This design comes from an exercise in tuning for small area and a short achievable clock period on the open sky130 flow, not from production work.
Function was checked by simulation only, so behaviour that the tests miss may differ from the original.
Power and IR drop assume default switching activity.

**flow/run.sh**
```bash
#!/bin/bash
set -euo pipefail
export SETUP_SLACK_MARGIN=7.0
export CTS_ARGS="-sink_clustering_enable -repair_clock_nets -buf_list sky130_fd_sc_hd__clkbuf_8 -root_buf sky130_fd_sc_hd__clkbuf_16 -dont_use_dummy_load"
bash standard.sh > orfs_make.log 2>&1
```
**standard.sh**
```bash
#!/bin/bash
# synth_recipe.tcl (not shown) runs the flow's synth.tcl, then flattens the netlist and writes it again
# the make line also repeats each setting of config.mk as NAME=value (left out here)
make -C /OpenROAD-flow-scripts/flow DESIGN_CONFIG=/design/flow/config.mk WORK_HOME=/design/flow/orfs CLKGATE_MAP_FILE= SYNTH_SCRIPT=/design/flow/synth_recipe.tcl "${@:-finish}"
```
**config.mk**
```make
export PLATFORM = sky130hd
export DESIGN_NAME = top_riscv_core
export DESIGN_NICKNAME = top_riscv_core
export VERILOG_FILES = /design/flow/design.v
export SDC_FILE = /design/flow/constraint.sdc
export NUM_CORES = 8
export LEC_CHECK = 0
export CAP_MARGIN = 20
export CORE_MARGIN = 2
export CORE_UTILIZATION = 60
export SLEW_MARGIN = 20
export SYNTH_HIERARCHICAL = 1
export SYNTH_MINIMUM_KEEP_SIZE = 0
```
**constraint.sdc**
```tcl
create_clock -name core_clock -period 11.0 [get_ports {clk}]
set_input_delay 2.2000 -clock core_clock [delete_from_list [all_inputs] [get_ports {clk}]]
set_output_delay 2.2000 -clock core_clock [all_outputs]
set_load 0.01 [all_outputs]
```
**design.v**
```verilog
module top_riscv_core
#(
  parameter ADDR_WIDTH = 8,
  parameter ADDR_NUM = 256
)
(
    input clk,
    input rst_n,
    input boot_up,
    output valid,
    output [ADDR_WIDTH-1:0] imem_addr,
    input  [32-1 :0] imem_rdata,
    output [ADDR_WIDTH-1:0] dmem_addr,
    output dmem_re,
    output dmem_we,
    output [3:0] dmem_wmask,
    output [32-1 :0] dmem_wdata,
    input  [32-1 :0] dmem_rdata,
    output rf_we,
    output [5-1 :0] rf_waddr,
    output [32-1 :0] rf_wdata
);
    localparam OP_R     = 7'b0110011;
    localparam OP_I     = 7'b0010011;
    localparam OP_L     = 7'b0000011;
    localparam OP_S     = 7'b0100011;
    localparam OP_B     = 7'b1100011;
    localparam OP_J     = 7'b1101111;
    localparam OP_JR    = 7'b1100111;
    localparam OP_LUI   = 7'b0110111;
    localparam OP_AUIPC = 7'b0010111;
    reg        loaded, running;
    reg [31:0] pc;
    reg [3:0]  cnt;
    reg        valid_r;
    reg [31:0] ir;
    reg        iv;
    reg [31:0] pcid;
    reg [31:0] rd1_q, rd2_q;    
    reg [31:0] op1_ex, op2_ex, x_ex;
    reg [4:0]  shl_ex, shr_ex;  
    reg        a_add, a_sub, a_xor, a_or, a_and, a_sll, a_srl, a_sra, a_slt, a_sltu;
    reg        exR, exI, exL, exS, exB, exJ, exJR, exX, wen_ex;
    reg [4:0]  rd_ex, rs2_ex;
    reg        nb_ex, w_ex;
    reg [31:0] res_m, aux_m;
    reg        mR, mI, mL, mS, mJ, mJR, wen_m;
    reg [4:0]  rd_m;
    reg        nb_m, w_m;
    reg [31:0] res_rb;
    reg        rbL, rbR, rbI, rbJ, wen_rb;
    reg [4:0]  rd_rb;
    reg [31:0] gpr [1:31];
    always @(posedge clk) begin
        running <= rst_n & (running | (loaded & ~boot_up));
        loaded  <= rst_n & ~running & boot_up;
    end
    wire [3:0] cnt_n = (~rst_n) ? 4'd0 : (~boot_up && imem_rdata == 32'd0) ? cnt + 4'd1 : 4'd0;
    always @(posedge clk) begin
        cnt     <= cnt_n;
        valid_r <= (cnt_n == 4'd12);
    end
    assign valid = valid_r;
    assign imem_addr = pc[ADDR_WIDTH+1:2];
    wire [6:0] op = ir[6:0];
    wire [2:0] f3 = ir[14:12];
    wire [4:0] rs1 = ir[19:15];
    wire [4:0] rs2 = ir[24:20];
    wire [4:0] rd  = ir[11:7];
    wire rawR   = iv & (op == OP_R);
    wire rawI   = iv & (op == OP_I);
    wire rawL   = iv & (op == OP_L);
    wire rawS   = iv & (op == OP_S);
    wire rawB   = iv & (op == OP_B);
    wire rawJ   = iv & (op == OP_J);
    wire rawJR  = iv & (op == OP_JR);
    wire rawLUI = iv & (op == OP_LUI);
    wire rawAU  = iv & (op == OP_AUIPC);
    wire e1 = (rd_ex == rs1);
    wire e2 = (rd_ex == rs2);
    wire m1 = (rd_m == rs1);
    wire m2 = (rd_m == rs2);
    wire r1 = (rd_rb == rs1);
    wire r2 = (rd_rb == rs2);
    wire nz1 = |rs1;
    wire nz2 = |rs2;
    wire stall = exL ? (((rawR | rawB) & (e1 | e2)) | ((rawI | rawS) & e1)) :
                 (mL & rawB) ? (m1 | m2) :
                 (exB & ~rawJ);
    wire idB  = rawB & ~stall;
    wire idJ  = rawJ & ~stall;
    wire idJR = rawJR & ~stall;
    reg f1E, f1M, u1, f1ML, f2E, f2M, u2, f2ML;
    reg s_all, s_add, s_na, s_12;
    wire [31:0] alu_out, alu_na, alu_lg, sh;
    wire        alu_lt;
    wire [31:0] mem_data;
    wire [31:0] e1v = f1M ? res_m : res_rb;
    wire [31:0] e2v = f2M ? res_m : res_rb;
    wire [31:0] c1n = u1 ? e1v : rd1_q;
    wire [31:0] c2n = u2 ? e2v : rd2_q;
    wire [31:0] v1m = f1ML ? mem_data : c1n;
    wire [31:0] v1 = f1E ? alu_out : v1m;
    wire [31:0] v2s = f2ML ? mem_data : c2n;      
    wire [31:0] oth = f1E ? c2n : c1n;
    wire [31:0] eqb_add;
    eq_sum u_eqs (.x(op1_ex ^ op2_ex), .n(op1_ex & op2_ex), .o(op1_ex | op2_ex),
                  .k(oth), .cin(a_sub), .e(eqb_add));
    wire [31:0] eqp1, eqp0, eqb;
    genvar ge;
    generate
        for (ge = 0; ge < 32; ge = ge + 1) begin : g_eqb
            eq_pre u_pre (.s_all(s_all), .s_add(s_add), .s_na(s_na), .s_12(s_12),
                          .ea(eqb_add[ge]), .lg(alu_lg[ge]), .k(oth[ge]),
                          .c1(c1n[ge]), .c2(c2n[ge]), .p1(eqp1[ge]), .p0(eqp0[ge]));
            if (ge > 0) begin : g_m
                mux2_m u_mx (.s(sh[ge]), .a(eqp1[ge]), .b(eqp0[ge]), .y(eqb[ge]));
            end
        end
    endgenerate
    wire ne0;
    muxn2_m u_mx0 (.s(sh[0] | alu_lt), .a(eqp1[0]), .b(eqp0[0]), .y(ne0));
    assign eqb[0] = ~ne0;
    wire [7:0] eqn;
    nand3_m u_eqn0 (.a(eqb[3:1]), .y(eqn[0]));
    generate
        for (ge = 1; ge < 8; ge = ge + 1) begin : g_eqn
            nand4_m u_eqn (.a(eqb[4*ge+3:4*ge]), .y(eqn[ge]));
        end
    endgenerate
    wire [3:0] eqq;
    nor3_m u_eqq0 (.a({ne0, eqn[1:0]}), .y(eqq[0]));
    nor2_m u_eqq1 (.a(eqn[3:2]), .y(eqq[1]));
    nor2_m u_eqq2 (.a(eqn[5:4]), .y(eqq[2]));
    nor2_m u_eqq3 (.a(eqn[7:6]), .y(eqq[3]));
    wire tEq = idJ | (idB & (f3 == 3'd0));
    wire tNe = idJ | (idB & (f3 == 3'd1));
    wire [31:0] immI = {{20{ir[31]}}, ir[31:20]};
    wire [31:0] immS = {{20{ir[31]}}, ir[31:25], ir[11:7]};
    wire [31:0] immB = {{20{ir[31]}}, ir[7], ir[30:25], ir[11:8], 1'b0};
    wire [31:0] immJ = {{12{ir[31]}}, ir[19:12], ir[20], ir[30:21], 1'b0};
    wire [31:0] immU = {ir[31:12], 12'd0};
    wire [31:0] immT = ir[2] ? (ir[3] ? immJ : immU) : immB;
    wire [32:0] target_s;
    ks_add u_tgt (.a(pcid), .b(immT), .cin(1'b0), .s(target_s));
    wire [31:0] target = target_s[31:0];
    wire [31:0] link = pcid + 32'd4;
    wire [3:0] ctrl = rawR ? {ir[30], f3} :
                      rawI ? {((f3 == 3'd1) | (f3 == 3'd5)) & ir[30], f3} :
                      rawJR ? {1'b0, f3} : 4'b0000;
    wire c_sub  = (ctrl == 4'b1000) | (ctrl == 4'b0010) | (ctrl == 4'b0011);
    wire c_add  = (ctrl == 4'b0000) | (ctrl == 4'b1000);
    wire [31:0] imm_b = rawS ? immS : immI;
    wire [31:0] b_r  = (f2ML ? mem_data : c2n);
    wire [31:0] b_nx = (rawR ? b_r : imm_b);
    wire [31:0] b_x  = (rawR & f2E) ? alu_out : b_nx;
    wire [4:0]  sh_n = b_x[4:0];
    always @(posedge clk) begin
        op1_ex <= v1;
        op2_ex <= b_x ^ {32{c_sub}};
        shl_ex <= sh_n;
        shr_ex <= sh_n;
        x_ex   <= rawS ? v2s : rawLUI ? immU : rawAU ? target : link;
        a_add  <= c_add;
        a_sub  <= c_sub;
        a_xor  <= (ctrl == 4'b0100);
        a_or   <= (ctrl == 4'b0110);
        a_and  <= (ctrl == 4'b0111);
        a_sll  <= (ctrl == 4'b0001);
        a_srl  <= (ctrl == 4'b0101);
        a_sra  <= (ctrl == 4'b1101);
        a_slt  <= (ctrl == 4'b0010);
        a_sltu <= (ctrl == 4'b0011);
        exR    <= rawR & ~stall;
        exI    <= rawI & ~stall;
        exL    <= rawL & ~stall;
        exS    <= rawS & ~stall;
        exB    <= rawB & ~stall;
        exJ    <= rawJ & ~stall;
        exJR   <= rawJR & ~stall;
        exX    <= (rawJ | rawLUI | rawAU) & ~stall;
        wen_ex <= (rawR | rawI | rawL | rawJR | rawLUI | rawAU | rawJ) & ~stall;
        rd_ex  <= rd;
        rs2_ex <= rs2;
        nb_ex  <= (f3 != 3'd0);
        w_ex   <= (f3[2:1] != 2'd0);
    end
    wire [32:0] sum;
    ks_add u_add (.a(op1_ex), .b(op2_ex), .cin(a_sub), .s(sum));
    assign alu_lt = (a_slt & (op1_ex[31] ^ op2_ex[31] ^ sum[32])) | (a_sltu & ~sum[32]);
    shifter u_sh (.a(op1_ex), .sl(shl_ex), .sr(shr_ex), .hi(op2_ex[31:5]), .sll(a_sll),
                  .srl(a_srl), .sra(a_sra), .y(sh));
    assign alu_lg = ({32{a_xor}} & (op1_ex ^ op2_ex)) |
                         ({32{a_or}}  & (op1_ex | op2_ex)) |
                         ({32{a_and}} & (op1_ex & op2_ex));
    assign alu_na = alu_lg | sh;
    assign alu_out = a_add ? sum[31:0] : {alu_na[31:1], alu_na[0] | alu_lt};
    wire sf = (mR | mI | mL) & exS & (rd_m == rs2_ex) & (rs2_ex != 5'd0);
    wire [31:0] mval = mL ? mem_data : res_m;
    always @(posedge clk) begin
        res_m <= exX ? x_ex : alu_out;
        aux_m <= sf ? mval : x_ex;
        mR    <= exR;
        mI    <= exI;
        mL    <= exL;
        mS    <= exS;
        mJ    <= exJ;
        mJR   <= exJR;
        wen_m <= wen_ex;
        rd_m  <= rd_ex;
        nb_m  <= nb_ex;
        w_m   <= w_ex;
    end
    wire byte_m = ~nb_m;
    wire sx = byte_m ? dmem_rdata[7] : dmem_rdata[15];
    assign mem_data = {w_m ? dmem_rdata[31:16] : {16{sx}},
                       byte_m ? {8{dmem_rdata[7]}} : dmem_rdata[15:8],
                       dmem_rdata[7:0]};
    assign dmem_addr  = res_m[ADDR_WIDTH+1:2];
    assign dmem_re    = mL;
    assign dmem_we    = mS;
    assign dmem_wmask = {w_m, w_m, nb_m, 1'b1};
    assign dmem_wdata = aux_m;
    always @(posedge clk) begin
        res_rb <= mL ? mem_data : mJR ? aux_m : res_m;
        rbL    <= mL;
        rbR    <= mR;
        rbI    <= mI;
        rbJ    <= mJ;
        wen_rb <= wen_m;
        rd_rb  <= rd_m;
    end
    assign rf_we    = wen_rb;
    assign rf_waddr = rd_rb;
    assign rf_wdata = res_rb;
    reg rst_q;
    always @(posedge clk) rst_q <= rst_n;
    wire [31:0] wd = rst_q ? res_rb : 32'd0;
    integer i;
    always @(posedge clk) begin
        for (i = 1; i < 32; i = i + 1)
            if (~rst_q | (wen_rb & (rd_rb == i))) gpr[i] <= wd;
    end
    wire [31:0] ir_n = stall ? ir : imem_rdata;
    wire [31:1] fs1, fs2;
    wire [31:0] frd1, frd2;
    genvar gi, gb;
    generate
        for (gi = 1; gi < 32; gi = gi + 1) begin : g_dec
            assign fs1[gi] = (imem_rdata[19:15] == gi);
            assign fs2[gi] = (imem_rdata[24:20] == gi);
        end
        for (gb = 0; gb < 32; gb = gb + 1) begin : g_col
            wire [31:1] col;
            for (gi = 1; gi < 32; gi = gi + 1) begin : g_bit
                assign col[gi] = gpr[gi][gb];
            end
            rf_rd u_rd1 (.s(fs1), .d(col), .o(frd1[gb]));
            rf_rd u_rd2 (.s(fs2), .d(col), .o(frd2[gb]));
        end
    endgenerate
    wire [4:0] rs1N = ir_n[19:15];
    wire [4:0] rs2N = ir_n[24:20];
    wire nz1N = |rs1N;
    wire nz2N = |rs2N;
    wire wb1 = wen_rb & (stall ? ((rd_rb == ir[19:15]) & nz1) :
                                 ((rd_rb == imem_rdata[19:15]) & (|imem_rdata[19:15])));
    wire wb2 = wen_rb & (stall ? ((rd_rb == ir[24:20]) & nz2) :
                                 ((rd_rb == imem_rdata[24:20]) & (|imem_rdata[24:20])));
    wire [6:0] opN = ir_n[6:0];
    wire nR  = (opN == OP_R);
    wire nI  = (opN == OP_I);
    wire nL  = (opN == OP_L);
    wire nS  = (opN == OP_S);
    wire nB  = (opN == OP_B);
    wire nJR = (opN == OP_JR);
    wire xR  = rawR & ~stall;
    wire xI  = rawI & ~stall;
    wire e1N = (rd == rs1N);
    wire e2N = (rd == rs2N);
    wire m1N = (rd_ex == rs1N);
    wire m2N = (rd_ex == rs2N);
    wire r1N = (rd_m == rs1N);
    wire r2N = (rd_m == rs2N);
    wire g1E  = (xR | xI) & (nR | nL | nI | nS | nB) & e1N & nz1N;
    wire g1M  = ((exJ & nB) | ((exR | exI) & (nB | nS | nR | nI)) |
                 (exL & (nR | nL | nI | nS | nJR))) & m1N & nz1N;
    wire g1R  = (((mL | mR | mI | mJ) & (nB | nS)) | (mI & nI)) & r1N & nz1N;
    wire g2E  = xR & (nR | nB) & e2N & nz2N;
    wire g2Ra = mJ & nS & r2N & nz2N;
    wire g2M0 = ((exJ & nB) | (exR & (nB | nR)) | (exL & (nR | nS))) & m2N & nz2N;
    wire g2Rb = mL & nB & r2N & nz2N;
    wire g2M  = g2M0 & ~g2Ra;
    wire g2R  = g2Ra | (g2Rb & ~g2M0);
    always @(posedge clk) begin
        f1E   <= g1E;
        f1M   <= g1M;
        u1    <= g1M | g1R;
        f1ML  <= g1M & exL & ~g1E;
        f2E   <= g2E;
        f2M   <= g2M;
        u2    <= g2M | g2R;
        f2ML  <= g2M & exL & ~g2E;
        s_all <= g1E & g2E;
        s_add <= (g1E ^ g2E) & c_add;
        s_na  <= (g1E ^ g2E) & ~c_add;
        s_12  <= ~(g1E | g2E);
    end
    wire go = running;    
    wire [31:0] pc_rest = mJR ? res_m : stall ? pc : pc + 32'd4;
    wire [31:0] pc_eq = ~go ? 32'd0 : tEq ? target : pc_rest;
    wire [31:0] pc_ne = ~go ? 32'd0 : tNe ? target : pc_rest;
    wire iv_keep = go & ~(idJR | exJR | mJR) & (~stall | iv);
    wire iv_eq = iv_keep & ~tEq;
    wire iv_ne = iv_keep & ~tNe;
    wire [32:0] pcv_n;
    generate
        for (ge = 0; ge < 4; ge = ge + 1) begin : g_pcsel
            if (ge < 3) begin : g_q
                pc_sel #(.W(8)) u_sel (.q(eqq),
                    .a(pc_eq[8*ge+7:8*ge]), .b(pc_ne[8*ge+7:8*ge]), .y(pcv_n[8*ge+7:8*ge]));
            end else begin : g_l
                pc_sel #(.W(9)) u_sel (.q(eqq),
                    .a({iv_eq, pc_eq[31:24]}), .b({iv_ne, pc_ne[31:24]}), .y(pcv_n[32:24]));
            end
        end
    endgenerate
    always @(posedge clk) begin
        pc    <= pcv_n[31:0];
        iv    <= pcv_n[32];
        ir    <= ir_n;
        pcid  <= pc;
        rd1_q <= wb1 ? res_rb : stall ? rd1_q : frd1;
        rd2_q <= wb2 ? res_rb : stall ? rd2_q : frd2;
    end
endmodule
module rf_rd (
    input  [31:1] s,
    input  [31:1] d,
    output        o
);
    assign o = |(s & d);
endmodule
module eq_sum (
    input  [31:0] x,
    input  [31:0] n,
    input  [31:0] o,
    input  [31:0] k,
    input         cin,
    output [31:0] e
);
    wire [31:0] g = (n | (o & ~k));
    assign e = ~(x ^ k ^ {g[30:0], cin});
endmodule
module ks_add (
    input  [31:0] a,
    input  [31:0] b,
    input         cin,
    output [32:0] s
);
    wire [32:0] G [0:5];
    wire [32:0] P [0:5];
    assign G[0] = {a & b, cin};
    assign P[0] = {a ^ b, 1'b0};
    genvar l, i;
    generate
        for (l = 0; l < 5; l = l + 1) begin : g_lv
            for (i = 0; i < 33; i = i + 1) begin : g_b
                if (i >= (1 << l)) begin : g_op
                    assign G[l+1][i] = G[l][i] | (P[l][i] & G[l][i-(1<<l)]);
                    assign P[l+1][i] = P[l][i] & P[l][i-(1<<l)];
                end else begin : g_pass
                    assign G[l+1][i] = G[l][i];
                    assign P[l+1][i] = P[l][i];
                end
            end
        end
    endgenerate
    assign s = {G[5][32] | (P[5][32] & cin), (a ^ b) ^ G[5][31:0]};
endmodule
module shifter (
    input  [31:0] a,
    input  [4:0]  sl,
    input  [4:0]  sr,
    input  [26:0] hi,
    input         sll,
    input         srl,
    input         sra,
    output [31:0] y
);
    wire fill = sra & a[31];
    wire big = |hi;
    wire [31:0] l = a << sl;
    wire [31:0] r = $signed({fill, a}) >>> sr;
    wire use_r = (srl | sra) & ~big;
    wire use_f = (srl | sra) & big & fill;
    assign y = ({32{sll}} & l) | ({32{use_r}} & r) | {32{use_f}};
endmodule
module eq_pre (
    input  s_all,
    input  s_add,
    input  s_na,
    input  s_12,
    input  ea,
    input  lg,
    input  k,
    input  c1,
    input  c2,
    output p1,
    output p0
);
    wire early = s_all | (s_add & ea) | (s_12 & ~(c1 ^ c2));
    assign p1 = early | (s_na & k);
    assign p0 = early | (s_na & ~(lg ^ k));
endmodule
module mux2_m (
    input  s,
    input  a,
    input  b,
    output y
);
    assign y = s ? a : b;
endmodule
module muxn2_m (
    input  s,
    input  a,
    input  b,
    output y
);
    assign y = ~(s ? a : b);
endmodule
module nor2_m (
    input  [1:0] a,
    output       y
);
    assign y = ~|a;
endmodule
module nor3_m (
    input  [2:0] a,
    output       y
);
    assign y = ~|a;
endmodule
module nand3_m (
    input  [2:0] a,
    output       y
);
    assign y = ~&a;
endmodule
module nand4_m (
    input  [3:0] a,
    output       y
);
    assign y = ~&a;
endmodule
module pc_sel #(
    parameter W = 8
) (
    input  [3:0]   q,
    input  [W-1:0] a,
    input  [W-1:0] b,
    output [W-1:0] y
);
    wire ne = ~&q;
    assign y = ne ? b : a;
endmodule
```
==> results of run 1 <==
-- final cells by class --
cell class / instances / area [sq um]
multi-input combinational: 4689 / 35900
fill: 9263 / 39000
sequential: 1421 / 39400
timing repair inverter: 1 / 5.00
timing repair buffer: 468 / 4830
tap: 1650 / 2060
inverter: 315 / 1210
antenna: 10 / 25.0
clock buffer: 227 / 3140
-- worst max-delay path: stages (launching register included) --
cell	delay, ps
dfxtp_4	440
and2_4	270
nand2_1	70
o21ai_0	220
ha_2	430
a21oi_2	190
a2bb2oi_1	250
a21oi_1	160
a21oi_2	290
o221ai_1	340
a21oi_2	290
xnor2_1	130
mux2i_1	150
nand2_1	70
o211ai_1	390
o21ai_0	270
-- worst max-delay path by stage --
stage                            to  cells after the start  slack (ps)
after detailed placement  rd1_q[19]                      9        5160
final                      x_ex[23]                     15        6850
after global placement    rd1_q[15]                      9        5210
after CTS                  x_ex[18]                     15        6920
after floorplan            rd2_q[0]                      8        6790
after global routing       x_ex[23]                     15        6840
-- cells in the final DEF, fill, tap and decap left out, drive strengths merged, types with 32 or more instances in the layout --
cell type	n
edfxtp	1071
a22oi	800
nand2	488
o21ai	382
dfxtp	350
inv	310
a21oi	309
buf	307
nor2	283
nand3	267
clkbuf	238
xnor2	201
mux2i	199
mux2	181
nand4	180
ha	133
xor2	131
clkdlybuf4s50	124
o211ai	99
nand2b	86
a211oi	77
a221oi	76
or4	67
a222oi	66
a22o	64
mux4	61
nor3	60
and2	51
a31oi	49
o31ai	46
o221ai	42
a21o	39
and3	32
-- layer usage --
metal,vias to the layer above,global-route usage,part of all wire
met5,-,0,0.00061
li1,27100,-,-
met3,1412,0.163,0.15
met4,16,0.304,0.081
met1,31900,0.573,0.34
met2,5734,0.693,0.43
-- power breakdown --
group | total (mW) | switching [mW] | internal, mW
Sequential | 8.14 | 1.08 | 7.06
Combinational | 3.59 | 2.15 | 1.44
Clock | 3.73 | 1.92 | 1.81
Total | 15.5 | 5.14 | 10.3
-- timing repair --
action                                  4_1_cts  5_1_grt
endpoints found under the setup margin      291      138
gates cloned                                  9        5
gates resized for setup                     378      123
pin swaps                                    57       64
buffers inserted                             90       47
hold buffers                                  0        0
==> results.py, run 1 <==
metrics = {
    "layout": {
        "nets": 7325,
        "largest_reg_flops": 992,
        "final_core_util": 0.690,
        "regMostFlops": "gpr",
        "final_cell_area_sq_um": 86600,
        "fin_cells": 8781,
        "area.growth.synth_to_final_pct": 14.0,
        "drive_gt1_frac": 0.189,
    },
    "critical_path": {
        "crit_fanout": 11,
        "required_ps": 11570,
        "crit_type": "reg -> reg",
        "cp-startpoint": "ir[2]",
        "start_kind": "register",
        "critPathArrivalTime_ps": 4720,
        "end_kind": "register",
        "rr_worst_depth": 15,
        "reg2reg_from": "ir[2]",
        "r2r_setup_slack_ps": 6850,
        "rr_endpoint": "x_ex[23]",
    },
    "logic_synthesis": {
        "synth_warnings": 9,
        "synth_area_sq_um": 75900,
        "synth_cells": 6750,
        "syn_avg_cell_area_sq_um": 11.3,
    },
    "power_and_ir_drop": {
        "p_per_area_nw_per_um2": 178,
        "p_total_mw": 15.5,
        "ir_drop_mv": 0.192,
        "power.leakage_nw": 31.5,
    },
    "sta": {
        "fmax_ghz": 0.241,
        "rsz0062_at_grt": "true",
        "hold_viol": 0,
        "slew_headroom": 0.154,
        "skew_ps": 164,
        "holdWs_ps": 325,
        "period_needed_ps": 4150,
        "layout_setup_ws_ps": 6850,
        "tightest_slew_ps": 1260,
        "finalMaxSlewViolations": 0,
        "finalCritPeriodShare": 0.378,
        "finalSetupViolCount": 0,
        "tns_ps": 0,
    },
    "floorplan": {
        "initial_core_util": 0.605,
        "die_w_um": 360,
        "dieArea_sq_um": 129000,
        "rows": 130,
        "die_h_um": 360,
        "ios": 160,
        "fp.coreArea_sq_um": 126000,
    },
    "clock_network": {
        "worst_skew_pair.late_latency_ps": 840,
        "clkSinkCount": 1421,
        "cts_buffers": 227,
        "cts_root_buf": "clkbuf_16",
        "clkTransAtPathRegs_ps": 60,
        "htree_levels": 4,
        "clockBufferDepth": 3,
        "cts_tree": "built",
    },
    "placed_design": {
        "port_buffers": 158,
        "gp_congestion": 1.05,
        "postPlaceCellArea_sq_um": 80400,
        "dpl.cell_count": 8391,
        "pre_cts_ws_ps": 5160,
        "dp_hpwl_mm": 197,
    },
    "global_routing": {
        "grt_first_pass_wirelength_mm": 435,
        "grt_pass1_vias": 62200,
        "grt_max_degree": 93,
        "antenna_found_initial": 16,
        "globalRoute.totalOverflow": 0,
        "grtUsageTotal": 0.465,
    },
    "route": {
        "wire_per_inst_um": 35.6,
        "dr.pass1.iters": 9,
        "vias": 66200,
        "drt_iter0_drc": 11000,
        "vias_per_cell": 7.53,
        "ant_nets": 0,
        "wl_mm": 312,
        "drc": 0,
    },
    "worst_hold_path": {
        "min_to": "wen_rb",
        "hp-class": "reg -> reg",
        "hold_depth": 0,
        "hp-start": "wen_m",
    },
    "job": {
        "drv_cap": 0,
    },
    "status": {
        "outcome": "no timing/DRC/antenna violations",
    },
}
==> run 2, diff against run 1 <==
--- a/design.v
+++ b/design.v
@@ -38,7 +38,8 @@
     reg [31:0] pcid;
     reg [31:0] rd1_q, rd2_q;    
     reg [31:0] op1_ex, op2_ex, x_ex;
-    reg [4:0]  shl_ex, shr_ex;  
+    reg [3:0]  sha_ex, shb_ex;  
+    reg [1:0]  shc_ex;          
     reg        a_add, a_sub, a_xor, a_or, a_and, a_sll, a_srl, a_sra, a_slt, a_sltu;
     reg        exR, exI, exL, exS, exB, exJ, exJR, exX, wen_ex;
     reg [4:0]  rd_ex, rs2_ex;
@@ -107,19 +108,21 @@
     eq_sum u_eqs (.x(op1_ex ^ op2_ex), .n(op1_ex & op2_ex), .o(op1_ex | op2_ex),
                   .k(oth), .cin(a_sub), .e(eqb_add));
     wire [31:0] eqp1, eqp0, eqb;
+    wire [31:0] eqp1z, eqp0z;    
     genvar ge;
     generate
         for (ge = 0; ge < 32; ge = ge + 1) begin : g_eqb
             eq_pre u_pre (.s_all(s_all), .s_add(s_add), .s_na(s_na), .s_12(s_12),
-                          .ea(eqb_add[ge]), .lg(alu_lg[ge]), .k(oth[ge]),
-                          .c1(c1n[ge]), .c2(c2n[ge]), .p1(eqp1[ge]), .p0(eqp0[ge]));
+                          .ea(eqb_add[ge]), .lg(alu_lg[ge]), .k(oth_s[ge]),
+                          .c1(c1n[ge]), .c2(c2n[ge]), .use_r(sh_use_r), .use_f(sh_use_f),
+                          .p1(eqp1[ge]), .p0(eqp0[ge]), .p1z(eqp1z[ge]), .p0z(eqp0z[ge]));
             if (ge > 0) begin : g_m
-                mux2_m u_mx (.s(sh[ge]), .a(eqp1[ge]), .b(eqp0[ge]), .y(eqb[ge]));
+                mux2_m u_mx (.s(shr[ge]), .a(eqp1[ge]), .b(eqp0[ge]), .y(eqb[ge]));
             end
         end
     endgenerate
     wire ne0;
-    muxn2_m u_mx0 (.s(sh[0] | alu_lt), .a(eqp1[0]), .b(eqp0[0]), .y(ne0));
+    muxn2_m u_mx0 (.s(alu_lt | (shr[0] & sh_use_r) | sh_use_f), .a(eqp1z[0]), .b(eqp0z[0]), .y(ne0));
     assign eqb[0] = ~ne0;
     wire [7:0] eqn;
     nand3_m u_eqn0 (.a(eqb[3:1]), .y(eqn[0]));
@@ -141,9 +144,8 @@
     wire [31:0] immJ = {{12{ir[31]}}, ir[19:12], ir[20], ir[30:21], 1'b0};
     wire [31:0] immU = {ir[31:12], 12'd0};
     wire [31:0] immT = ir[2] ? (ir[3] ? immJ : immU) : immB;
-    wire [32:0] target_s;
-    ks_add u_tgt (.a(pcid), .b(immT), .cin(1'b0), .s(target_s));
-    wire [31:0] target = target_s[31:0];
+    wire [31:0] target;
+    bk_add u_tgt (.a(pcid), .b(immT), .s(target));
     wire [31:0] link = pcid + 32'd4;
     wire [3:0] ctrl = rawR ? {ir[30], f3} :
                       rawI ? {((f3 == 3'd1) | (f3 == 3'd5)) & ir[30], f3} :
@@ -158,8 +160,9 @@
     always @(posedge clk) begin
         op1_ex <= v1;
         op2_ex <= b_x ^ {32{c_sub}};
-        shl_ex <= sh_n;
-        shr_ex <= sh_n;
+        sha_ex <= {sh_n[1:0] == 2'd3, sh_n[1:0] == 2'd2, sh_n[1:0] == 2'd1, sh_n[1:0] == 2'd0};
+        shb_ex <= {sh_n[3:2] == 2'd3, sh_n[3:2] == 2'd2, sh_n[3:2] == 2'd1, sh_n[3:2] == 2'd0};
+        shc_ex <= {sh_n[4], ~sh_n[4]};
         x_ex   <= rawS ? v2s : rawLUI ? immU : rawAU ? target : link;
         a_add  <= c_add;
         a_sub  <= c_sub;
@@ -188,8 +191,24 @@
     wire [32:0] sum;
     ks_add u_add (.a(op1_ex), .b(op2_ex), .cin(a_sub), .s(sum));
     assign alu_lt = (a_slt & (op1_ex[31] ^ op2_ex[31] ^ sum[32])) | (a_sltu & ~sum[32]);
-    shifter u_sh (.a(op1_ex), .sl(shl_ex), .sr(shr_ex), .hi(op2_ex[31:5]), .sll(a_sll),
-                  .srl(a_srl), .sra(a_sra), .y(sh));
+    wire [31:0] shr;
+    wire sh_fill = a_sra & op1_ex[31];
+    shifter u_sh (.a(op1_ex), .sll(a_sll), .fill(sh_fill), .da(sha_ex), .db(shb_ex),
+                  .dc(shc_ex), .y(shr));
+    wire sh_big = |op2_ex[31:5];    
+    wire sh_use_r = a_sll | ((a_srl | a_sra) & ~sh_big);
+    wire sh_use_f = (a_srl | a_sra) & sh_big & sh_fill;
+    wire [31:0] shr_rev, oth_rev;
+    genvar gr;
+    generate
+        for (gr = 0; gr < 32; gr = gr + 1) begin : g_rev
+            assign shr_rev[gr] = shr[31-gr];
+            assign oth_rev[gr] = oth[31-gr];
+        end
+    endgenerate
+    assign sh = ({32{sh_use_r & a_sll}} & shr_rev) | ({32{sh_use_r & ~a_sll}} & shr) |
+                {32{sh_use_f}};
+    wire [31:0] oth_s = a_sll ? oth_rev : oth;
     assign alu_lg = ({32{a_xor}} & (op1_ex ^ op2_ex)) |
                          ({32{a_or}}  & (op1_ex | op2_ex)) |
                          ({32{a_and}} & (op1_ex & op2_ex));
@@ -263,10 +282,12 @@
     wire [4:0] rs2N = ir_n[24:20];
     wire nz1N = |rs1N;
     wire nz2N = |rs2N;
-    wire wb1 = wen_rb & (stall ? ((rd_rb == ir[19:15]) & nz1) :
-                                 ((rd_rb == imem_rdata[19:15]) & (|imem_rdata[19:15])));
-    wire wb2 = wen_rb & (stall ? ((rd_rb == ir[24:20]) & nz2) :
-                                 ((rd_rb == imem_rdata[24:20]) & (|imem_rdata[24:20])));
+    wire wv = wen_rb & (rd_rb != 5'd0);
+    wire wbf1, wbf2;
+    eq5_m u_wbf1 (.a(rd_rb), .b(imem_rdata[19:15]), .y(wbf1));
+    eq5_m u_wbf2 (.a(rd_rb), .b(imem_rdata[24:20]), .y(wbf2));
+    wire wb1 = wv & (stall ? (rd_rb == ir[19:15]) : wbf1);
+    wire wb2 = wv & (stall ? (rd_rb == ir[24:20]) : wbf2);
     wire [6:0] opN = ir_n[6:0];
     wire nR  = (opN == OP_R);
     wire nI  = (opN == OP_I);
@@ -380,21 +401,41 @@
 endmodule
 module shifter (
     input  [31:0] a,
-    input  [4:0]  sl,
-    input  [4:0]  sr,
-    input  [26:0] hi,
     input         sll,
-    input         srl,
-    input         sra,
+    input         fill,
+    input  [3:0]  da,
+    input  [3:0]  db,
+    input  [1:0]  dc,
     output [31:0] y
 );
-    wire fill = sra & a[31];
-    wire big = |hi;
-    wire [31:0] l = a << sl;
-    wire [31:0] r = $signed({fill, a}) >>> sr;
-    wire use_r = (srl | sra) & ~big;
-    wire use_f = (srl | sra) & big & fill;
-    assign y = ({32{sll}} & l) | ({32{use_r}} & r) | {32{use_f}};
+    wire [31:0] a_rev;
+    genvar i;
+    generate
+        for (i = 0; i < 32; i = i + 1) begin : g_rev
+            assign a_rev[i] = a[31-i];
+        end
+    endgenerate
+    wire [31:0] ai = sll ? a_rev : a;
+    wire [34:0] x0 = {{3{fill}}, ai};
+    wire [31:0] t1;
+    generate
+        for (i = 0; i < 32; i = i + 1) begin : g_a
+            assign t1[i] = (da[0] & x0[i]) | (da[1] & x0[i+1]) | (da[2] & x0[i+2]) | (da[3] & x0[i+3]);
+        end
+    endgenerate
+    wire [43:0] x1 = {{12{fill}}, t1};
+    wire [31:0] t2;
+    generate
+        for (i = 0; i < 32; i = i + 1) begin : g_b
+            assign t2[i] = (db[0] & x1[i]) | (db[1] & x1[i+4]) | (db[2] & x1[i+8]) | (db[3] & x1[i+12]);
+        end
+    endgenerate
+    wire [47:0] x2 = {{16{fill}}, t2};
+    generate
+        for (i = 0; i < 32; i = i + 1) begin : g_c
+            assign y[i] = (dc[0] & x2[i]) | (dc[1] & x2[i+16]);
+        end
+    endgenerate
 endmodule
 module eq_pre (
     input  s_all,
@@ -406,12 +447,18 @@
     input  k,
     input  c1,
     input  c2,
+    input  use_r,
+    input  use_f,
     output p1,
-    output p0
+    output p0,
+    output p1z,
+    output p0z
 );
     wire early = s_all | (s_add & ea) | (s_12 & ~(c1 ^ c2));
-    assign p1 = early | (s_na & k);
-    assign p0 = early | (s_na & ~(lg ^ k));
+    assign p1z = early | (s_na & k);
+    assign p0z = early | (s_na & ~(lg ^ k));
+    assign p1 = (use_r | use_f) ? p1z : p0z;
+    assign p0 = use_f ? p1z : p0z;
 endmodule
 module mux2_m (
     input  s,
@@ -464,3 +511,84 @@
     wire ne = ~&q;
     assign y = ne ? b : a;
 endmodule
+module bk_add (
+    input  [31:0] a,
+    input  [31:0] b,
+    output [31:0] s
+);
+    wire [31:0] p = a ^ b;
+    wire [31:0] g0 = a & b;
+    wire [31:0] G1, P1, G2, P2, G3, P3, G4, P4, G5, P5;
+    genvar i;
+    generate
+        for (i = 0; i < 32; i = i + 1) begin : u1
+            if (i % 2 == 1) begin : o
+                assign G1[i] = g0[i] | (p[i] & g0[i-1]);
+                assign P1[i] = p[i] & p[i-1];
+            end else begin : e
+                assign G1[i] = g0[i]; assign P1[i] = p[i];
+            end
+        end
+        for (i = 0; i < 32; i = i + 1) begin : u2
+            if (i % 4 == 3) begin : o
+                assign G2[i] = G1[i] | (P1[i] & G1[i-2]);
+                assign P2[i] = P1[i] & P1[i-2];
+            end else begin : e
+                assign G2[i] = G1[i]; assign P2[i] = P1[i];
+            end
+        end
+        for (i = 0; i < 32; i = i + 1) begin : u3
+            if (i % 8 == 7) begin : o
+                assign G3[i] = G2[i] | (P2[i] & G2[i-4]);
+                assign P3[i] = P2[i] & P2[i-4];
+            end else begin : e
+                assign G3[i] = G2[i]; assign P3[i] = P2[i];
+            end
+        end
+        for (i = 0; i < 32; i = i + 1) begin : u4
+            if (i % 16 == 15) begin : o
+                assign G4[i] = G3[i] | (P3[i] & G3[i-8]);
+                assign P4[i] = P3[i] & P3[i-8];
+            end else begin : e
+                assign G4[i] = G3[i]; assign P4[i] = P3[i];
+            end
+        end
+        for (i = 0; i < 32; i = i + 1) begin : u5
+            if (i == 31) begin : o
+                assign G5[i] = G4[i] | (P4[i] & G4[i-16]);
+                assign P5[i] = P4[i] & P4[i-16];
+            end else begin : e
+                assign G5[i] = G4[i]; assign P5[i] = P4[i];
+            end
+        end
+    endgenerate
+    wire [31:0] C;
+    generate
+        for (i = 0; i < 32; i = i + 1) begin : d
+            if (i == 0 || i == 1 || i == 3 || i == 7 || i == 15 || i == 31) begin : k
+                assign C[i] = G5[i];
+            end else begin : c
+                localparam integer LOW = (i % 16 == 15) ? 16 : (i % 8 == 7) ? 8 : (i % 4 == 3) ? 4 : (i % 2 == 1) ? 2 : 1;
+                if (LOW == 1) begin : l1
+                    assign C[i] = g0[i] | (p[i] & C[i-1]);
+                end else if (LOW == 2) begin : l2
+                    assign C[i] = G1[i] | (P1[i] & C[i-2]);
+                end else if (LOW == 4) begin : l4
+                    assign C[i] = G2[i] | (P2[i] & C[i-4]);
+                end else if (LOW == 8) begin : l8
+                    assign C[i] = G3[i] | (P3[i] & C[i-8]);
+                end else begin : l16
+                    assign C[i] = G4[i] | (P4[i] & C[i-16]);
+                end
+            end
+        end
+    endgenerate
+    assign s = p ^ {C[30:0], 1'b0};
+endmodule
+module eq5_m (
+    input  [4:0] a,
+    input  [4:0] b,
+    output       y
+);
+    assign y = (a == b);
+endmodule
==> flow/run.sh (replaced) <==
#!/bin/bash
set -euo pipefail
export SETUP_SLACK_MARGIN=7.0
export CTS_ARGS="-sink_clustering_enable -repair_clock_nets -buf_list sky130_fd_sc_hd__clkbuf_8 -root_buf sky130_fd_sc_hd__clkbuf_16 -dont_use_dummy_load"
export BUFFER_PORTS_ARGS="-buffer_cell sky130_fd_sc_hd__buf_4"
bash standard.sh > orfs_make.log 2>&1
==> run 2 against run 1 <==
Net effect: final area shrank 2.3%; via count shrank 0.52%; clock power grew 1%.
==> results.py, run 2 <==
metrics = {
    "status": {
        "outcome": "no timing/DRC/antenna violations",
    },
    "sta": {
        "finalCritPeriodShare": 0.372,
        "tightest_slew_ps": 1160,
        "layout_setup_ws_ps": 6910,
        "period_needed_ps": 4090,
        "finalSetupViolCount": 0,
        "tns_ps": 0,
        "fmax_ghz": 0.245,
        "rsz0062_at_grt": "true",
        "skew_ps": 139,
        "finalMaxSlewViolations": 0,
        "slew_headroom": 0.224,
        "holdWs_ps": 240,
        "hold_viol": 0,
    },
    "clock_network": {
        "worst_skew_pair.late_latency_ps": 870,
        "clockBufferDepth": 3,
        "cts_root_buf": "clkbuf_16",
        "clkTransAtPathRegs_ps": 70,
        "clkSinkCount": 1426,
        "cts_tree": "built",
        "htree_levels": 4,
        "cts_buffers": 228,
    },
    "worst_hold_path": {
        "min_to": "wen_m",
        "hp-start": "wen_ex",
        "hp-class": "reg -> reg",
        "hold_depth": 0,
    },
    "placed_design": {
        "gp_congestion": 1.04,
        "pre_cts_ws_ps": 5950,
        "dp_hpwl_mm": 197,
        "dpl.cell_count": 8390,
        "port_buffers": 158,
    },
    "power_and_ir_drop": {
        "power.leakage_nw": 30.0,
        "p_per_area_nw_per_um2": 183,
        "ir_drop_mv": 0.167,
        "p_total_mw": 15.4,
    },
    "layout": {
        "drive_gt1_frac": 0.194,
        "fin_cells": 8708,
        "regMostFlops": "gpr",
        "final_cell_mix": "edfxtp_1 (1071), a22oi_1 (844), nand2_1 (439)",
        "largest_reg_flops": 992,
        "layout_commonest_cell": "edfxtp_1",
        "nets": 7276,
        "area.growth.synth_to_final_pct": 13.0,
    },
    "critical_path": {
        "reg2reg_from": "shb_ex[2]",
        "end_kind": "register",
        "critPathArrivalTime_ps": 4750,
        "crit_type": "in -> reg",
        "start_kind": "primary input",
        "crit_fanout": 20,
        "r2r_setup_slack_ps": 6910,
        "rr_endpoint": "pc[16]",
        "rr_worst_depth": 10,
        "required_ps": 11660,
    },
    "floorplan": {
        "die_h_um": 357,
        "ios": 160,
        "rows": 129,
        "initial_core_util": 0.605,
        "die_w_um": 357,
        "dieArea_sq_um": 128000,
        "fp.coreArea_sq_um": 124000,
    },
    "route": {
        "drc": 0,
        "vias_per_cell": 7.56,
        "vias": 65800,
        "wire_per_inst_um": 36.8,
        "dr.pass1.iters": 28,
        "ant_nets": 0,
        "drt_iter0_drc": 11200,
        "wl_mm": 321,
    },
    "logic_synthesis": {
        "syn_avg_cell_area_sq_um": 11.1,
        "synth_warnings": 9,
        "synth_area_sq_um": 74900,
        "synth_cells": 6735,
    },
    "job": {
        "drv_cap": 0,
    },
    "global_routing": {
        "antenna_found_initial": 17,
        "grt_pass1_vias": 62600,
        "grt_first_pass_wirelength_mm": 445,
        "grt_max_degree": 65,
        "grtUsageTotal": 0.491,
        "globalRoute.totalOverflow": 0,
    },
}
==> run 2: final cells by class <==
class                      instances  area (sq um)
antenna                           11          27.5
clock buffer                     228          3150
inverter                         301          1140
timing repair buffer             408          3670
tap                             1637          2050
fill                            9215         39200
multi-input combinational       4697         35200
sequential                      1426         39400
==> run 2: worst max-delay path by stage <==
stage	start	endpoint	slack [ps]	cells past startpoint
after detailed placement	imem_rdata[17]	rd1_q[16]	5950	8
after global placement	op2_ex[30]	pc[6]	5980	12
final	imem_rdata[21]	rd2_q[5]	6910	9
after global routing	a_sll	pc[16]	6950	12
after floorplan	imem_rdata[23]	rd2_q[10]	6810	9
after CTS	ir[31]	x_ex[19]	6940	14
==> run 2: routing by layer <==
| layer | up-vias | global-route usage | share of wire |
|---|---|---|---|
| met4 | 12 | 0.397 | 0.099 |
| met2 | 5970 | 0.723 | 0.42 |
| met3 | 1720 | 0.173 | 0.15 |
| met1 | 31400 | 0.582 | 0.33 |
| li1 | 26700 | - | - |
| met5 | - | 0.0104 | 0.00082 |
==> run 2: repair_timing <==
action | in CTS | in global routing
gates cloned | 1 | 2
gates resized for setup | 129 | 228
buffers inserted | 22 | 54
pin swaps | 12 | 43
setup endpoints to repair | 154 | 151
hold buffers | 0 | 0
==> run 2: stage by stage <==
stage | util | instance area [sq um]
2_1_floorplan | - | 75600
5_1_grt | 0.683 | 84600
3_5_place_dp | 0.641 | 79300
3_3_place_gp | 0.640 | 79200
4_1_cts | 0.672 | 83200
6_report | 0.683 | 84600
==> run 2: report_power, final <==
| part | leakage [nW] | internal, mW | total (mW) | switching (mW) |
|---|---|---|---|---|
| sequential | 13.9 | 7.05 | 8.12 | 1.07 |
| clock | 1.64 | 1.82 | 3.77 | 1.96 |
| combinational | 14.4 | 1.34 | 3.55 | 2.21 |
| total | 30.0 | 10.2 | 15.4 | 5.24 |
==> run 2: worst max-delay path, cell delays in order <==
cell and delay [ps]:
buf_4 190, inv_4 90, or3_4 460, nor2_4 570, buf_4 470, a22oi_1 120, nand4_1 170, or4_1 260
mux2_4 190
==> run 3, diff against run 2 <==
--- a/design.v
+++ b/design.v
@@ -37,6 +37,7 @@
     reg        iv;
     reg [31:0] pcid;
     reg [31:0] rd1_q, rd2_q;    
+    reg        tsel_j, tsel_u, tsel_b;    
     reg [31:0] op1_ex, op2_ex, x_ex;
     reg [3:0]  sha_ex, shb_ex;  
     reg [1:0]  shc_ex;          
@@ -95,6 +96,7 @@
     reg s_all, s_add, s_na, s_12;
     wire [31:0] alu_out, alu_na, alu_lg, sh;
     wire        alu_lt;
+    wire [32:0] sum;
     wire [31:0] mem_data;
     wire [31:0] e1v = f1M ? res_m : res_rb;
     wire [31:0] e2v = f2M ? res_m : res_rb;
@@ -122,7 +124,12 @@
         end
     endgenerate
     wire ne0;
-    muxn2_m u_mx0 (.s(alu_lt | (shr[0] & sh_use_r) | sh_use_f), .a(eqp1z[0]), .b(eqp0z[0]), .y(ne0));
+    wire lt1 = a_slt & ~(op1_ex[31] ^ op2_ex[31]);
+    wire lt0 = (a_slt & (op1_ex[31] ^ op2_ex[31])) | a_sltu;
+    wire q1 = lt1 ? eqp1z[0] : eqp0z[0];
+    wire q0 = lt0 ? eqp1z[0] : eqp0z[0];
+    bit0_m u_mx0 (.x((shr[0] & sh_use_r) | sh_use_f), .c(sum[32]), .p1(eqp1z[0]),
+                  .q1(q1), .q0(q0), .y(ne0));
     assign eqb[0] = ~ne0;
     wire [7:0] eqn;
     nand3_m u_eqn0 (.a(eqb[3:1]), .y(eqn[0]));
@@ -143,7 +150,7 @@
     wire [31:0] immB = {{20{ir[31]}}, ir[7], ir[30:25], ir[11:8], 1'b0};
     wire [31:0] immJ = {{12{ir[31]}}, ir[19:12], ir[20], ir[30:21], 1'b0};
     wire [31:0] immU = {ir[31:12], 12'd0};
-    wire [31:0] immT = ir[2] ? (ir[3] ? immJ : immU) : immB;
+    wire [31:0] immT = ({32{tsel_j}} & immJ) | ({32{tsel_u}} & immU) | ({32{tsel_b}} & immB);
     wire [31:0] target;
     bk_add u_tgt (.a(pcid), .b(immT), .s(target));
     wire [31:0] link = pcid + 32'd4;
@@ -163,7 +170,7 @@
         sha_ex <= {sh_n[1:0] == 2'd3, sh_n[1:0] == 2'd2, sh_n[1:0] == 2'd1, sh_n[1:0] == 2'd0};
         shb_ex <= {sh_n[3:2] == 2'd3, sh_n[3:2] == 2'd2, sh_n[3:2] == 2'd1, sh_n[3:2] == 2'd0};
         shc_ex <= {sh_n[4], ~sh_n[4]};
-        x_ex   <= rawS ? v2s : rawLUI ? immU : rawAU ? target : link;
+        x_ex   <= rawAU ? target : rawS ? v2s : rawLUI ? immU : link;
         a_add  <= c_add;
         a_sub  <= c_sub;
         a_xor  <= (ctrl == 4'b0100);
@@ -188,7 +195,6 @@
         nb_ex  <= (f3 != 3'd0);
         w_ex   <= (f3[2:1] != 2'd0);
     end
-    wire [32:0] sum;
     ks_add u_add (.a(op1_ex), .b(op2_ex), .cin(a_sub), .s(sum));
     assign alu_lt = (a_slt & (op1_ex[31] ^ op2_ex[31] ^ sum[32])) | (a_sltu & ~sum[32]);
     wire [31:0] shr;
@@ -240,8 +246,9 @@
     assign dmem_we    = mS;
     assign dmem_wmask = {w_m, w_m, nb_m, 1'b1};
     assign dmem_wdata = aux_m;
+    wire [31:0] res_rb_n = mL ? mem_data : mJR ? aux_m : res_m;
     always @(posedge clk) begin
-        res_rb <= mL ? mem_data : mJR ? aux_m : res_m;
+        res_rb <= res_rb_n;
         rbL    <= mL;
         rbR    <= mR;
         rbI    <= mI;
@@ -254,11 +261,11 @@
     assign rf_wdata = res_rb;
     reg rst_q;
     always @(posedge clk) rst_q <= rst_n;
-    wire [31:0] wd = rst_q ? res_rb : 32'd0;
+    wire [31:0] wd = rst_q ? res_rb_n : 32'd0;
     integer i;
     always @(posedge clk) begin
         for (i = 1; i < 32; i = i + 1)
-            if (~rst_q | (wen_rb & (rd_rb == i))) gpr[i] <= wd;
+            if (~rst_q | (wen_m & (rd_m == i))) gpr[i] <= wd;
     end
     wire [31:0] ir_n = stall ? ir : imem_rdata;
     wire [31:1] fs1, fs2;
@@ -274,8 +281,17 @@
             for (gi = 1; gi < 32; gi = gi + 1) begin : g_bit
                 assign col[gi] = gpr[gi][gb];
             end
-            rf_rd u_rd1 (.s(fs1), .d(col), .o(frd1[gb]));
-            rf_rd u_rd2 (.s(fs2), .d(col), .o(frd2[gb]));
+            wire [3:0] p1, p2;
+            rd8_m u_r1a (.s({fs1[7:1], 1'b0}), .d({col[7:1], 1'b0}), .o(p1[0]));
+            rd8_m u_r1b (.s(fs1[15:8]), .d(col[15:8]), .o(p1[1]));
+            rd8_m u_r1c (.s(fs1[23:16]), .d(col[23:16]), .o(p1[2]));
+            rd8_m u_r1d (.s(fs1[31:24]), .d(col[31:24]), .o(p1[3]));
+            rd8_m u_r2a (.s({fs2[7:1], 1'b0}), .d({col[7:1], 1'b0}), .o(p2[0]));
+            rd8_m u_r2b (.s(fs2[15:8]), .d(col[15:8]), .o(p2[1]));
+            rd8_m u_r2c (.s(fs2[23:16]), .d(col[23:16]), .o(p2[2]));
+            rd8_m u_r2d (.s(fs2[31:24]), .d(col[31:24]), .o(p2[3]));
+            assign frd1[gb] = |p1;
+            assign frd2[gb] = |p2;
         end
     endgenerate
     wire [4:0] rs1N = ir_n[19:15];
@@ -283,11 +299,8 @@
     wire nz1N = |rs1N;
     wire nz2N = |rs2N;
     wire wv = wen_rb & (rd_rb != 5'd0);
-    wire wbf1, wbf2;
-    eq5_m u_wbf1 (.a(rd_rb), .b(imem_rdata[19:15]), .y(wbf1));
-    eq5_m u_wbf2 (.a(rd_rb), .b(imem_rdata[24:20]), .y(wbf2));
-    wire wb1 = wv & (stall ? (rd_rb == ir[19:15]) : wbf1);
-    wire wb2 = wv & (stall ? (rd_rb == ir[24:20]) : wbf2);
+    wire wbs1 = wv & (rd_rb == ir[19:15]);
+    wire wbs2 = wv & (rd_rb == ir[24:20]);
     wire [6:0] opN = ir_n[6:0];
     wire nR  = (opN == OP_R);
     wire nI  = (opN == OP_I);
@@ -350,15 +363,18 @@
         pc    <= pcv_n[31:0];
         iv    <= pcv_n[32];
         ir    <= ir_n;
+        tsel_j <= ir_n[2] & ir_n[3];
+        tsel_u <= ir_n[2] & ~ir_n[3];
+        tsel_b <= ~ir_n[2];
         pcid  <= pc;
-        rd1_q <= wb1 ? res_rb : stall ? rd1_q : frd1;
-        rd2_q <= wb2 ? res_rb : stall ? rd2_q : frd2;
+        rd1_q <= ~stall ? frd1 : wbs1 ? res_rb : rd1_q;
+        rd2_q <= ~stall ? frd2 : wbs2 ? res_rb : rd2_q;
     end
 endmodule
-module rf_rd (
-    input  [31:1] s,
-    input  [31:1] d,
-    output        o
+module rd8_m (
+    input  [7:0] s,
+    input  [7:0] d,
+    output       o
 );
     assign o = |(s & d);
 endmodule
@@ -511,6 +527,16 @@
     wire ne = ~&q;
     assign y = ne ? b : a;
 endmodule
+module bit0_m (
+    input  x,
+    input  c,
+    input  p1,
+    input  q1,
+    input  q0,
+    output y
+);
+    assign y = ~(x ? p1 : (c ? q1 : q0));
+endmodule
 module bk_add (
     input  [31:0] a,
     input  [31:0] b,
@@ -585,10 +611,3 @@
     endgenerate
     assign s = p ^ {C[30:0], 1'b0};
 endmodule
-module eq5_m (
-    input  [4:0] a,
-    input  [4:0] b,
-    output       y
-);
-    assign y = (a == b);
-endmodule
==> flow/run.sh (replaced) <==
#!/bin/bash
set -euo pipefail
export SETUP_SLACK_MARGIN=7.25
export CTS_ARGS="-sink_clustering_enable -repair_clock_nets -buf_list sky130_fd_sc_hd__clkbuf_8 -root_buf sky130_fd_sc_hd__clkbuf_16 -dont_use_dummy_load -sink_clustering_size 12 -sink_clustering_max_diameter 50"
export BUFFER_PORTS_ARGS="-buffer_cell sky130_fd_sc_hd__buf_4"
bash standard.sh > orfs_make.log 2>&1
==> run 3 against run 2 <==
Net effect: worst setup slack better by 250 ps; final area is 0.74% higher; wire length decreased by 4.5%; register-to-register slack better by 250 ps; die area decreased by 0.85%; sequential share of layout area fell by 0.22 points; critical path depth increased by 5; synthesized cell count down 0.25%; clock power is 18% lower; non-clock buffer count grew 52; clock skew shrank 33 ps; critical path type is now reg -> reg.
==> results.py, run 3 <==
metrics = {
    "power_and_ir_drop": {
        "power.leakage_nw": 29.9,
        "p_total_mw": 14.8,
        "p_int_mw": 9.66,
        "power_frac_seq": 0.537,
        "p_clk_frac": 0.209,
        "power_frac_comb": 0.254,
        "ir_drop_mv": 0.166,
        "power.switching_mw": 5.13,
        "p_per_area_nw_per_um2": 174,
        "switching_share": 0.347,
    },
    "layout": {
        "final_cell_mix": "edfxtp_1 (1071), a22oi_1 (1062), nor2_1 (402)",
        "nets": 7384,
        "layout_commonest_cell": "edfxtp_1",
        "multi_input_area_sq_um": 36100,
        "final_core_util": 0.691,
        "seqCellArea_sq_um": 39500,
        "largest_reg_flops": 992,
        "fill_cells": 9149,
        "regMostFlops": "gpr",
        "final_cell_area_sq_um": 85200,
        "drive_gt1_frac": 0.201,
        "area.growth.synth_to_final_pct": 14.8,
    },
    "clock_network": {
        "cts_tree": "built",
        "hold_buffers": 0,
        "clkTransAtPathRegs_ps": 90,
        "cts_root_buf": "clkbuf_16",
        "worst_skew_pair.late_latency_ps": 800,
        "cts_buffers": 157,
        "clockBufferDepth": 3,
        "htree_levels": 4,
        "clkSinkCount": 1429,
    },
    "critical_path": {
        "start_kind": "register",
        "r2r_setup_slack_ps": 7160,
        "rr_worst_depth": 14,
        "critPathArrivalTime_ps": 4460,
        "crit_type": "reg -> reg",
        "end_kind": "register",
        "rr_endpoint": "pc[8]",
        "required_ps": 11620,
        "crit_slowest_cell": "dfxtp_2",
        "path_cells": "ha_1 -> nand2_1 -> o21ai_1 -> a31oi_4 -> nand4_4 -> a31oi_4 -> o21ai_2 -> a221o_2 -> mux2_4 -> mux2i_4 -> nor3_4 -> buf_12 -> nand4_4 -> mux2_4",
        "cpPeakStageDelay_ps": 460,
        "reg2reg_from": "op2_ex[8]",
        "crit_fanout": 8,
    },
    "global_routing": {
        "grtUsageTotal": 0.461,
        "grt_first_pass_wirelength_mm": 422,
        "grt_pass1_vias": 59600,
        "antenna_found_initial": 11,
        "grt_max_degree": 96,
        "globalRoute.totalOverflow": 0,
    },
    "route": {
        "drt_iter0_drc": 10400,
        "wire_per_inst_um": 34.7,
        "dr.pass1.iters": 7,
        "wl_mm": 306,
        "vias_per_cell": 7.39,
        "ant_nets": 0,
        "drc": 0,
        "vias": 65100,
    },
    "status": {
        "outcome": "no timing/DRC/antenna violations",
    },
    "floorplan": {
        "dieArea_sq_um": 127000,
        "rows": 129,
        "die_w_um": 356,
        "ios": 160,
        "fp.coreArea_sq_um": 123000,
        "die_h_um": 356,
        "initial_core_util": 0.602,
    },
    "sta": {
        "tns_ps": 0,
        "finalMaxSlewViolations": 0,
        "skew_ps": 106,
        "period_needed_ps": 3840,
        "slew_headroom": 0.192,
        "hold_viol": 0,
        "finalSetupViolCount": 0,
        "rsz0062_at_grt": "true",
        "tightest_slew_ps": 1200,
        "fmax_ghz": 0.260,
        "holdWs_ps": 335,
        "finalCritPeriodShare": 0.349,
    },
    "logic_synthesis": {
        "syn_avg_cell_area_sq_um": 11.1,
        "synth_cells": 6718,
        "synth_area_sq_um": 74200,
        "synth_warnings": 9,
    },
    "worst_hold_path": {
        "hp-start": "w_ex",
        "min_to": "w_m",
        "hp-class": "reg -> reg",
        "hold_depth": 0,
    },
    "placed_design": {
        "postPlaceCellArea_sq_um": 79000,
        "dp_hpwl_mm": 198,
        "port_buffers": 158,
        "gp_congestion": 1.01,
    },
    "job": {
        "drv_cap": 0,
    },
}
-- run 3: how the worst max path moves through the flow --
stage / end / startpoint / slack (ps)
2_1_floorplan: rd2_q[22] / imem_rdata[24] / 7190
3_3_place_gp: rd1_q[0] / imem_rdata[17] / 5710
3_5_place_dp: rd1_q[0] / imem_rdata[17] / 5660
4_1_cts: pc[5] / ir[19] / 7190
5_1_grt: pc[29] / ir[31] / 7130
6_report: pc[8] / op2_ex[8] / 7160
-- run 3: critical path: cells and delay by family (launching register included) --
| kind | cells | cell delay [ps] |
|---|---|---|
| multiplexers | 3 | 730 |
| flip-flops | 1 | 460 |
| adder cells (fa/ha/maj) | 1 | 350 |
| AO/OA/AOI/OAI | 5 | 1160 |
| buffers and inverters | 1 | 170 |
| AND/OR/NAND/NOR | 4 | 790 |
-- run 3: metal layers --
layer | global-route usage | wire [um]
met5 | 0 | 99
met4 | 0.268 | 23700
met3 | 0.140 | 44500
met2 | 0.698 | 133000
met1 | 0.587 | 105000
-- run 3: cell type report --
cell class,instances,area share
diodes,6,0.000176
clock buffers,157,0.0255
inverters,294,0.0133
multi-input cells,4827,0.423
flip-flops and latches,1429,0.463
well taps,1637,0.0240
repair buffers,460,0.0507
repair inverters,1,0.000132
-- run 3: what timing repair did --
action	4_1_cts	5_1_grt
gates cloned	5	18
pin swaps	60	77
setup buffers	61	59
gates resized for setup	322	327
endpoints found under the setup margin	667	715
-- run 3: power groups by stage --
stage	registers [mW]	clock network, mW	logic, mW
final	7.94	3.08	3.76
after global routing	7.98	3.26	3.90
after CTS	7.86	3.07	3.41
after detailed placement	7.97	0	3.22
after global placement	7.93	0	3.18
after floorplan	7.54	0	2.06
-- run 3: per-stage QoR --
stage,std cells,worst slack [ps]
floorplan,6846,7190
global placement,8504,5710
detailed placement,8504,5660
CTS,8727,7190
global route,8806,7130
finish,8811,7160
==> run 4, diff against run 3 <==
--- a/design.v
+++ b/design.v
@@ -282,11 +282,11 @@
                 assign col[gi] = gpr[gi][gb];
             end
             wire [3:0] p1, p2;
-            rd8_m u_r1a (.s({fs1[7:1], 1'b0}), .d({col[7:1], 1'b0}), .o(p1[0]));
+            rd7_m u_r1a (.s(fs1[7:1]), .d(col[7:1]), .o(p1[0]));
             rd8_m u_r1b (.s(fs1[15:8]), .d(col[15:8]), .o(p1[1]));
             rd8_m u_r1c (.s(fs1[23:16]), .d(col[23:16]), .o(p1[2]));
             rd8_m u_r1d (.s(fs1[31:24]), .d(col[31:24]), .o(p1[3]));
-            rd8_m u_r2a (.s({fs2[7:1], 1'b0}), .d({col[7:1], 1'b0}), .o(p2[0]));
+            rd7_m u_r2a (.s(fs2[7:1]), .d(col[7:1]), .o(p2[0]));
             rd8_m u_r2b (.s(fs2[15:8]), .d(col[15:8]), .o(p2[1]));
             rd8_m u_r2c (.s(fs2[23:16]), .d(col[23:16]), .o(p2[2]));
             rd8_m u_r2d (.s(fs2[31:24]), .d(col[31:24]), .o(p2[3]));
@@ -371,6 +371,13 @@
         rd2_q <= ~stall ? frd2 : wbs2 ? res_rb : rd2_q;
     end
 endmodule
+module rd7_m (
+    input  [6:0] s,
+    input  [6:0] d,
+    output       o
+);
+    assign o = |(s & d);
+endmodule
 module rd8_m (
     input  [7:0] s,
     input  [7:0] d,
==> run 4 against run 3 <==
Net effect: clock skew grew 10 ps; sequential power grew 2%; sequential cell count is the same; still clean on timing, DRC and antenna; die area shrank 0.53%; area after synthesis shrank 0.54%; fmax shrank 0.41%; final area shrank 0.71%; highest routed layer unchanged; worst hold slack lost 39 ps; non-clock buffer count grew 30; wire length grew 3.0%.
==> results.py, run 4 <==
metrics = {
    "sta": {
        "skew_ps": 117,
        "tightest_slew_ps": 1370,
        "hold_viol": 0,
        "finalSetupViolCount": 0,
        "layout_setup_ws_ps": 7140,
        "slew_headroom": 0.0843,
        "fmax_ghz": 0.259,
        "finalCritPeriodShare": 0.350,
        "holdWs_ps": 295,
        "rsz0062_at_grt": "true",
        "period_needed_ps": 3860,
        "finalMaxSlewViolations": 0,
        "tns_ps": 0,
    },
    "clock_network": {
        "clkSinkCount": 1429,
        "cts_root_buf": "clkbuf_16",
        "cts_tree": "built",
        "htree_levels": 4,
        "worst_skew_pair.late_latency_ps": 800,
        "clockBufferDepth": 3,
        "cts_buffers": 157,
        "clkTransAtPathRegs_ps": 80,
    },
    "global_routing": {
        "globalRoute.totalOverflow": 0,
        "grt_max_degree": 84,
        "grt_pass1_vias": 59500,
        "grt_first_pass_wirelength_mm": 431,
        "antenna_found_initial": 29,
        "grtUsageTotal": 0.476,
    },
    "route": {
        "drc": 0,
        "drt_iter0_drc": 12000,
        "vias_per_cell": 7.57,
        "ant_nets": 0,
        "wire_per_inst_um": 36.4,
        "vias": 65600,
        "dr.pass1.iters": 9,
        "wl_mm": 315,
    },
    "floorplan": {
        "fp.coreArea_sq_um": 122000,
        "die_w_um": 355,
        "initial_core_util": 0.606,
        "dieArea_sq_um": 126000,
        "ios": 160,
        "die_h_um": 355,
        "rows": 128,
    },
    "worst_hold_path": {
        "hp-class": "reg -> reg",
    },
    "logic_synthesis": {
        "synth_warnings": 9,
        "synth_area_sq_um": 73800,
        "synth_cells": 6654,
        "syn_avg_cell_area_sq_um": 11.1,
    },
    "placed_design": {
        "pre_cts_ws_ps": 5750,
        "port_buffers": 158,
        "gp_congestion": 1.06,
        "postPlaceCellArea_sq_um": 78000,
        "dp_hpwl_mm": 203,
    },
    "power_and_ir_drop": {
        "p_clk_frac": 0.200,
        "power_frac_seq": 0.530,
        "power_frac_comb": 0.269,
        "ir_drop_mv": 0.179,
        "p_per_area_nw_per_um2": 181,
        "p_int_mw": 9.81,
        "power.leakage_nw": 29.8,
        "power.switching_mw": 5.49,
        "switching_share": 0.359,
    },
    "critical_path": {
        "start_kind": "register",
        "critPathArrivalTime_ps": 4470,
        "required_ps": 11610,
        "end_kind": "register",
        "crit_type": "reg -> reg",
        "crit_fanout": 8,
    },
    "layout": {
        "nets": 7240,
        "drive_gt1_frac": 0.209,
        "final_cell_area_sq_um": 84600,
        "largest_reg_flops": 992,
        "regMostFlops": "gpr",
        "area.growth.synth_to_final_pct": 14.6,
        "final_cell_mix": "edfxtp_1 (1071), a22oi_1 (962), buf_4 (407)",
        "layout_commonest_cell": "edfxtp_1",
    },
    "job": {
        "drv_cap": 0,
    },
    "status": {
        "outcome": "no timing/DRC/antenna violations",
    },
}
==> run 4: changes by cell type in the layout (fill, tap and decap cells not counted), sizes merged <==
| cell | change |
|---|---|
| a22oi | -128 |
| conb | -128 |
| a222oi | +64 |
| nand3 | +64 |
| nand4 | -64 |
| buf | +28 |
| nor2 | +19 |
| diode | +11 |
| and2 | -2 |
| bufbuf | +2 |
| bufinv | +1 |
| clkinv | -1 |
| inv | +1 |
==> run 4: final cells by class <==
| cell class | count | area, sq um |
|---|---|---|
| timing repair inverter | 2 | 17.5 |
| tap | 1625 | 2030 |
| clock buffer | 157 | 2170 |
| antenna | 17 | 42.5 |
| timing repair buffer | 490 | 4480 |
| fill | 8960 | 37300 |
| sequential | 1429 | 39500 |
| multi-input combinational | 4652 | 35200 |
| inverter | 294 | 1130 |
==> run 4: power by group through the flow <==
stage | sequential, mW | combinational [mW] | clock [mW]
floorplan | 7.56 | 2.18 | 0
global placement | 8.06 | 3.47 | 0
detailed placement | 8.09 | 3.52 | 0
CTS | 7.99 | 3.69 | 3.05
global route | 8.12 | 4.24 | 3.25
finish | 8.11 | 4.12 | 3.07
==> run 4: what timing repair did <==
action                                  in CTS  in global routing
buffers inserted                            65                 93
hold buffers                                 0                  0
cloned                                      25                 13
pin swaps                                   52                 95
endpoints found under the setup margin     984                670
gates resized for setup                    326                274
==> run 4: worst paths after layout <==
| kind | cells past startpoint | endpoint | start | slack [ps] |
|---|---|---|---|---|
| worst max-delay path | 16 | pc[15] | op1_ex[14] | 7140 |
| worst min-delay path | 0 | nb_m | nb_ex | 300 |
| worst max register to register | 16 | pc[15] | op1_ex[14] | 7140 |
| worst min register to register | 0 | nb_m | nb_ex | 300 |
==> run 4: per-stage QoR <==
step                 util  power [mW]  instances
finish              0.694        15.3       8666
global route        0.694        15.6       8653
CTS                 0.675        14.7       8541
detailed placement  0.640        11.6       8294
global placement    0.640        11.5       8293
floorplan               -        9.75       6654
==> run 4: worst max-delay path, cell delays in order, from the launching register on <==
cell and delay (ps):
dfxtp_2 470, ha_2 380, and3_1 190, and2_4 170
nand3_2 100, a41oi_4 130, a31oi_4 280, o21ai_2 100
a221o_2 430, buf_4 170, mux2_4 300, mux2i_4 190
nor3_4 60, buf_12 150, nand4_4 90, buf_12 150
mux2_2 330
==> run 4: metal layers <==
layer	vias up	wire length [um]	track usage
met5	-	151	0
met4	24	27100	0.296
met3	1535	49100	0.154
met2	6159	134000	0.711
met1	31300	105000	0.602
li1	26600	-	-

what the ideal ports hide:
How much do the figures lean on ideal ports? The routed layouts below were timed once more, with nothing changed but the port constraints.
Step 1 assumes that a clkbuf_16 drives the clock port and a buf_2 every other input.
Step 2 also shifts input and output timing later by t, the mid clock arrival at the registers, as if the neighbouring blocks saw the same clock.
Slacks: ideal / step 1 / step 2; pairs: ideal / step 1.
run	shift t [ns]	setup WS [ns]	hold WS [ns]
run 1	0.834	6.847 / 6.847 / 6.100	0.325 / 0.325 / 0.325
run 2	0.884	6.910 / 6.906 / 6.085	0.240 / 0.240 / 0.240
run 3	0.829	7.161 / 7.143 / 6.388	0.335 / 0.335 / 0.335
run 4	0.807	7.145 / 7.113 / 6.377	0.295 / 0.295 / 0.295
After both steps setup and hold are still met in every run listed. The setup slack of run 2, which loses most, moves by -0.004 ns with the drivers and by -0.825 ns with both steps.
